This design comes from an exercise in tuning for small area on the open sky130 flow, not from production work. Where RTL was checked, it was by simulation tests only, not by an equivalence proof against the original. No driver is modelled on the clock port, so clocking that relies on it looks cheaper here than on a real chip. Power and IR drop assume default switching activity.

Setup of the previous run:
==> flow/design.v <==
module apb_master (clk, rst, sel, addr_in, latch, acc_n, sel_port);
  input clk;
  input rst;
  input sel;
  input [11:0] addr_in;
  output latch;
  output acc_n;
  output reg [2:0] sel_port;
  reg [2:0] t;
  reg m;
  wire idle_hold = ~t[2] & ~t[1] & ~t[0] & ~sel;
  wire stuck     = t[2] & t[1] & ~t[0] & ~m & ~sel;    
  always @(posedge clk or negedge rst)
    if (!rst) begin
      t <= 3'b000;
      m <= 1'b0;
    end else begin
      if (!idle_hold)
        t <= {t[1] & ~stuck, t[0] | stuck, ~t[2]};
      m <= (t[1] | t[0]) & (m | sel);
    end
  assign latch = ~m;
  assign acc_n = ~(t[2] & t[1] & ~t[0]);
  always @(posedge clk)
    if (latch)
      sel_port <= addr_in[10:8];
endmodule
module apb_slave (clk, acc_n, sel_port, wr_in, addr_in, data_in,
  wr_out1,addr_out1,data_out1,wr_out2,addr_out2,data_out2,
  wr_out3,addr_out3,data_out3,wr_out4,addr_out4,data_out4,
  wr_out5,addr_out5,data_out5,wr_out6,addr_out6,data_out6,
  psel1,psel2,psel3,psel4,psel5,psel6);
  input clk;
  input acc_n;    
  input [2:0] sel_port;
  input wr_in;
  input [11:0] addr_in;
  input [31:0] data_in;
  output wr_out1,wr_out2,wr_out3,wr_out4,wr_out5,wr_out6;
  output [11:0] addr_out1,addr_out2,addr_out3,addr_out4,addr_out5,addr_out6;
  output [31:0] data_out1,data_out2,data_out3,data_out4,data_out5,data_out6;
  output psel1,psel2,psel3,psel4,psel5,psel6;
  reg [2:0]  port;
  reg [44:0] xfer;    
  wire acc = ~acc_n;
  always @(posedge clk)
    if (acc) begin
      port <= sel_port;
      xfer <= {wr_in, addr_in, data_in};
    end
  assign psel1 = (port == 3'b010);
  assign psel2 = (port == 3'b011);
  assign psel3 = (port == 3'b100);
  assign psel4 = (port == 3'b101);
  assign psel5 = (port == 3'b110);
  assign psel6 = (port == 3'b111);
  wire [44:0] xfer_n = ~xfer;
  apb_gate g1 (xfer_n, psel1, {wr_out1, addr_out1, data_out1});
  apb_gate g2 (xfer_n, psel2, {wr_out2, addr_out2, data_out2});
  apb_gate g3 (xfer_n, psel3, {wr_out3, addr_out3, data_out3});
  apb_gate g4 (xfer_n, psel4, {wr_out4, addr_out4, data_out4});
  apb_gate g5 (xfer_n, psel5, {wr_out5, addr_out5, data_out5});
  apb_gate g6 (xfer_n, psel6, {wr_out6, addr_out6, data_out6});
endmodule
module apb_gate (xfer_n, psel, out);
  input [44:0] xfer_n;
  input psel;
  output [44:0] out;
  wire psel_n = ~psel;
  assign out = ~(xfer_n | {45{psel_n}});
endmodule
module top (clk,rst,addr_in,wr_in,sel,data_in,
  wr_out1,addr_out1,data_out1,wr_out2,addr_out2,data_out2,
  wr_out3,addr_out3,data_out3,wr_out4,addr_out4,data_out4,
  wr_out5,addr_out5,data_out5,wr_out6,addr_out6,data_out6,
  psel1,psel2,psel3,psel4,psel5,psel6);
  input clk;
  input rst;
  input [11:0] addr_in;
  input wr_in;  
  input sel;
  input [31:0] data_in;
  output wr_out1,wr_out2,wr_out3,wr_out4,wr_out5,wr_out6;
  output [11:0] addr_out1,addr_out2,addr_out3,addr_out4,addr_out5,addr_out6;
  output [31:0] data_out1,data_out2,data_out3,data_out4,data_out5,data_out6;
  output psel1,psel2,psel3,psel4,psel5,psel6 ;
  wire latch, acc_n;
  wire [2:0] sel_port;
  apb_master apb_m (.clk(clk), .rst(rst), .sel(sel), .addr_in(addr_in),
                    .latch(latch), .acc_n(acc_n), .sel_port(sel_port));
  apb_slave apb_s (clk, acc_n, sel_port, wr_in, addr_in, data_in,
        wr_out1,addr_out1,data_out1,wr_out2,addr_out2,data_out2,
        wr_out3,addr_out3,data_out3,wr_out4,addr_out4,data_out4,
        wr_out5,addr_out5,data_out5,wr_out6,addr_out6,data_out6,
        psel1,psel2,psel3,psel4,psel5,psel6);
endmodule
clock: 5.0 ns
lec_check: 0
abc_area: 1
cap_margin: 0
core_margin: 2
core_utilization: 40
slew_margin: 0
synth_hierarchical: 1
standard.sh (not shown) runs the stock make flow with config.mk's settings and CLKGATE_MAP_FILE= SYNTH_SCRIPT=/design/flow/synth_recipe.tcl, a recipe that flattens the netlist after the stock synthesis.
==> flow/flow/run.sh <==
#!/bin/bash
# The standard layout (standard.sh: unchanged synthesis and ORFS steps),
# with these changes, made through ORFS's own variables and step hooks:
#  - port buffers are the smallest buffer cell (buf_1), not the cell
#    buffer_ports picks by default;
#  - the clock tree is built by clocktree.tcl (a small root buffer on the
#    clock port feeding two leaf buffers); TritonCTS is then pointed at the clock port's net, which
#    only feeds those buffers, so it adds nothing. The rest of the CTS step
#    (legalisation, timing repair) runs as usual.
set -o pipefail
here=$(cd "$(dirname "$0")" && pwd)
export BUFFER_PORTS_ARGS="-buffer_cell sky130_fd_sc_hd__buf_1"
export PRE_CTS_TCL=$here/clocktree.tcl
export CLK_LEAF_CELL=sky130_fd_sc_hd__buf_12
export CLK_NLEAF=2
export CLK_ROOT_CELL=sky130_fd_sc_hd__clkbuf_1
export CTS_ARGS="-dont_use_dummy_load -clk_nets clk"
bash standard.sh > standard.log 2>&1
Other scripts of this flow, unchanged in this note and not shown: flow/flow/clocktree.tcl
diff inputs: the previous run => the current run
--- a/flow/design.v
+++ b/flow/design.v
@@ -1,10 +1,10 @@
-module apb_master (clk, rst, sel, addr_in, latch, acc_n, sel_port);
+module apb_master (clk, rst, sel, addr_in, latch, acc, sel_port);
   input clk;
   input rst;
   input sel;
   input [11:0] addr_in;
   output latch;
-  output acc_n;
+  output acc;
   output reg [2:0] sel_port;
   reg [2:0] t;
   reg m;
@@ -20,18 +20,18 @@
       m <= (t[1] | t[0]) & (m | sel);
     end
   assign latch = ~m;
-  assign acc_n = ~(t[2] & t[1] & ~t[0]);
+  assign acc   = t[2] & t[1] & ~t[0];
   always @(posedge clk)
     if (latch)
       sel_port <= addr_in[10:8];
 endmodule
-module apb_slave (clk, acc_n, sel_port, wr_in, addr_in, data_in,
+module apb_slave (clk, acc, sel_port, wr_in, addr_in, data_in,
   wr_out1,addr_out1,data_out1,wr_out2,addr_out2,data_out2,
   wr_out3,addr_out3,data_out3,wr_out4,addr_out4,data_out4,
   wr_out5,addr_out5,data_out5,wr_out6,addr_out6,data_out6,
   psel1,psel2,psel3,psel4,psel5,psel6);
   input clk;
-  input acc_n;    
+  input acc;
   input [2:0] sel_port;
   input wr_in;
   input [11:0] addr_in;
@@ -42,7 +42,6 @@
   output psel1,psel2,psel3,psel4,psel5,psel6;
   reg [2:0]  port;
   reg [44:0] xfer;    
-  wire acc = ~acc_n;
   always @(posedge clk)
     if (acc) begin
       port <= sel_port;
@@ -84,11 +83,11 @@
   output [11:0] addr_out1,addr_out2,addr_out3,addr_out4,addr_out5,addr_out6;
   output [31:0] data_out1,data_out2,data_out3,data_out4,data_out5,data_out6;
   output psel1,psel2,psel3,psel4,psel5,psel6 ;
-  wire latch, acc_n;
+  wire latch, acc;
   wire [2:0] sel_port;
   apb_master apb_m (.clk(clk), .rst(rst), .sel(sel), .addr_in(addr_in),
-                    .latch(latch), .acc_n(acc_n), .sel_port(sel_port));
-  apb_slave apb_s (clk, acc_n, sel_port, wr_in, addr_in, data_in,
+                    .latch(latch), .acc(acc), .sel_port(sel_port));
+  apb_slave apb_s (clk, acc, sel_port, wr_in, addr_in, data_in,
         wr_out1,addr_out1,data_out1,wr_out2,addr_out2,data_out2,
         wr_out3,addr_out3,data_out3,wr_out4,addr_out4,data_out4,
         wr_out5,addr_out5,data_out5,wr_out6,addr_out6,data_out6,
Findings:
The current run has completed all stages; timing, DRC and antenna checks passed.
The via count of the first global-routing pass of the current run and that of the previous run are within noise of each other.
As far as worst-skew pair later-pin latency is concerned, the current run and the previous run perform about the same.
As far as sequential share of layout area is concerned, the previous run and the current run perform about the same.
Delta (the current run minus the previous run): global-route wire length before repair grew by 810 um; total standard cell area after synthesis held steady; post-synthesis compound-gate area fraction held steady; filler-free cell count of the finished design held steady.
No functional check of the RTL was part of the previous run.

========
## run a
RTL: the design.v shown in full above, as it stands there.
clock: 5.0 ns
lec_check: 0
abc_area: 1
cap_margin: 0
core_margin: 2
core_utilization: 40
slew_margin: 0
synth_hierarchical: 1
==> flow/flow/run.sh <==
#!/bin/bash
# The standard layout (standard.sh: unchanged synthesis and ORFS steps),
# with these changes, made through ORFS's own variables and step hooks:
#  - port buffers are the smallest buffer cell (buf_1), not the cell
#    buffer_ports picks by default;
#  - the clock tree is built by clocktree.tcl (a small root buffer on the
#    clock port feeding three leaf buffers); TritonCTS is then pointed at the clock port's net, which
#    only feeds those buffers, so it adds nothing. The rest of the CTS step
#    (legalisation, timing repair) runs as usual.
set -o pipefail
here=$(cd "$(dirname "$0")" && pwd)
export BUFFER_PORTS_ARGS="-buffer_cell sky130_fd_sc_hd__buf_1"
export PRE_CTS_TCL=$here/clocktree.tcl
export CLK_LEAF_CELL=sky130_fd_sc_hd__buf_8
export CLK_NLEAF=3
export CLK_ROOT_CELL=sky130_fd_sc_hd__clkbuf_1
export CTS_ARGS="-dont_use_dummy_load -clk_nets clk"
bash standard.sh > standard.log 2>&1
Other scripts of this flow, unchanged in this note and not shown: flow/flow/clocktree.tcl
The following lists how run b was set up differently from run a:
--- a/flow/design.v
+++ b/flow/design.v
@@ -7,17 +7,15 @@
   output acc_n;
   output reg [2:0] sel_port;
   reg [2:0] t;
   reg m;
-  wire idle_hold = ~t[2] & ~t[1] & ~t[0] & ~sel;
-  wire stuck     = t[2] & t[1] & ~t[0] & ~m & ~sel;    
+  wire stuck = t[2] & t[1] & ~t[0] & ~m & ~sel;    
   always @(posedge clk or negedge rst)
     if (!rst) begin
       t <= 3'b000;
       m <= 1'b0;
     end else begin
-      if (!idle_hold)
-        t <= {t[1] & ~stuck, t[0] | stuck, ~t[2]};
+      t <= {t[1], t[0], (~t[2] & (t[1] | t[0] | sel)) | stuck};
       m <= (t[1] | t[0]) & (m | sel);
     end
   assign latch = ~m;
   assign acc_n = ~(t[2] & t[1] & ~t[0]);
==> comparison <==
Run b: all stages complete, timing, DRC and antenna checks passed. | multi-input gate share of total cell area | higher: run a |. Run a → run b: final period demand of the worst path grew by 0.0066 ns, sum of internal, switching and leakage power grew by 900 uW, effective utilization at floorplan held steady. On area after synthesis, run a and run b are neck and neck. After detailed routing, run a needs less wire than run b. Changes observed in run b relative to run a: worst-case vdd ir drop increased by about 130% relative to the old numbers; fraction of area in registers was more or less identical; achievable frequency closely matched the old numbers; register clock-pin slew on the reported worst setup and hold paths stayed essentially flat; design area closely matched the old numbers. As far as share of cells above drive strength 1 is concerned, run a and run b perform about the same. The sequential-to-total area share from yosys stat on run a is in line with that on run b. Die area delta (run b -> run a): insignificant.
Only the layout flow was run in run a; the RTL was not checked for function there.

[separate check: timing with driven ports]
The flow's constraints put no driver on any port. The routed layouts listed below were extracted and timed again, unchanged, in two steps. Step 1 (the two cells are an assumption about what drives the block):
set clk [get_ports {clk}]
set_driving_cell -lib_cell sky130_fd_sc_hd__clkbuf_16 $clk
set_driving_cell -lib_cell sky130_fd_sc_hd__buf_2 [delete_from_list [all_inputs] $clk]
Step 2, shift: input delay + t, output delay - t, t = (earliest + latest rising clock arrival at the registers) / 2. This alone moves slack from input paths to output paths. Three values: ideal ports, drivers, drivers and shift; two values: the first two.
run	shift t [ns]	setup slack, ns	worst data-port slew with drivers (ns)
the previous run	0.498	1.909 / 1.880 / 2.378	0.05
the current run	0.486	1.870 / 1.841 / 2.327	0.05
run a	0.524	1.890 / 1.863 / 2.387	0.05
run b	0.515	1.883 / 1.852 / 2.367	0.06
After both steps every run listed still meets setup and hold.
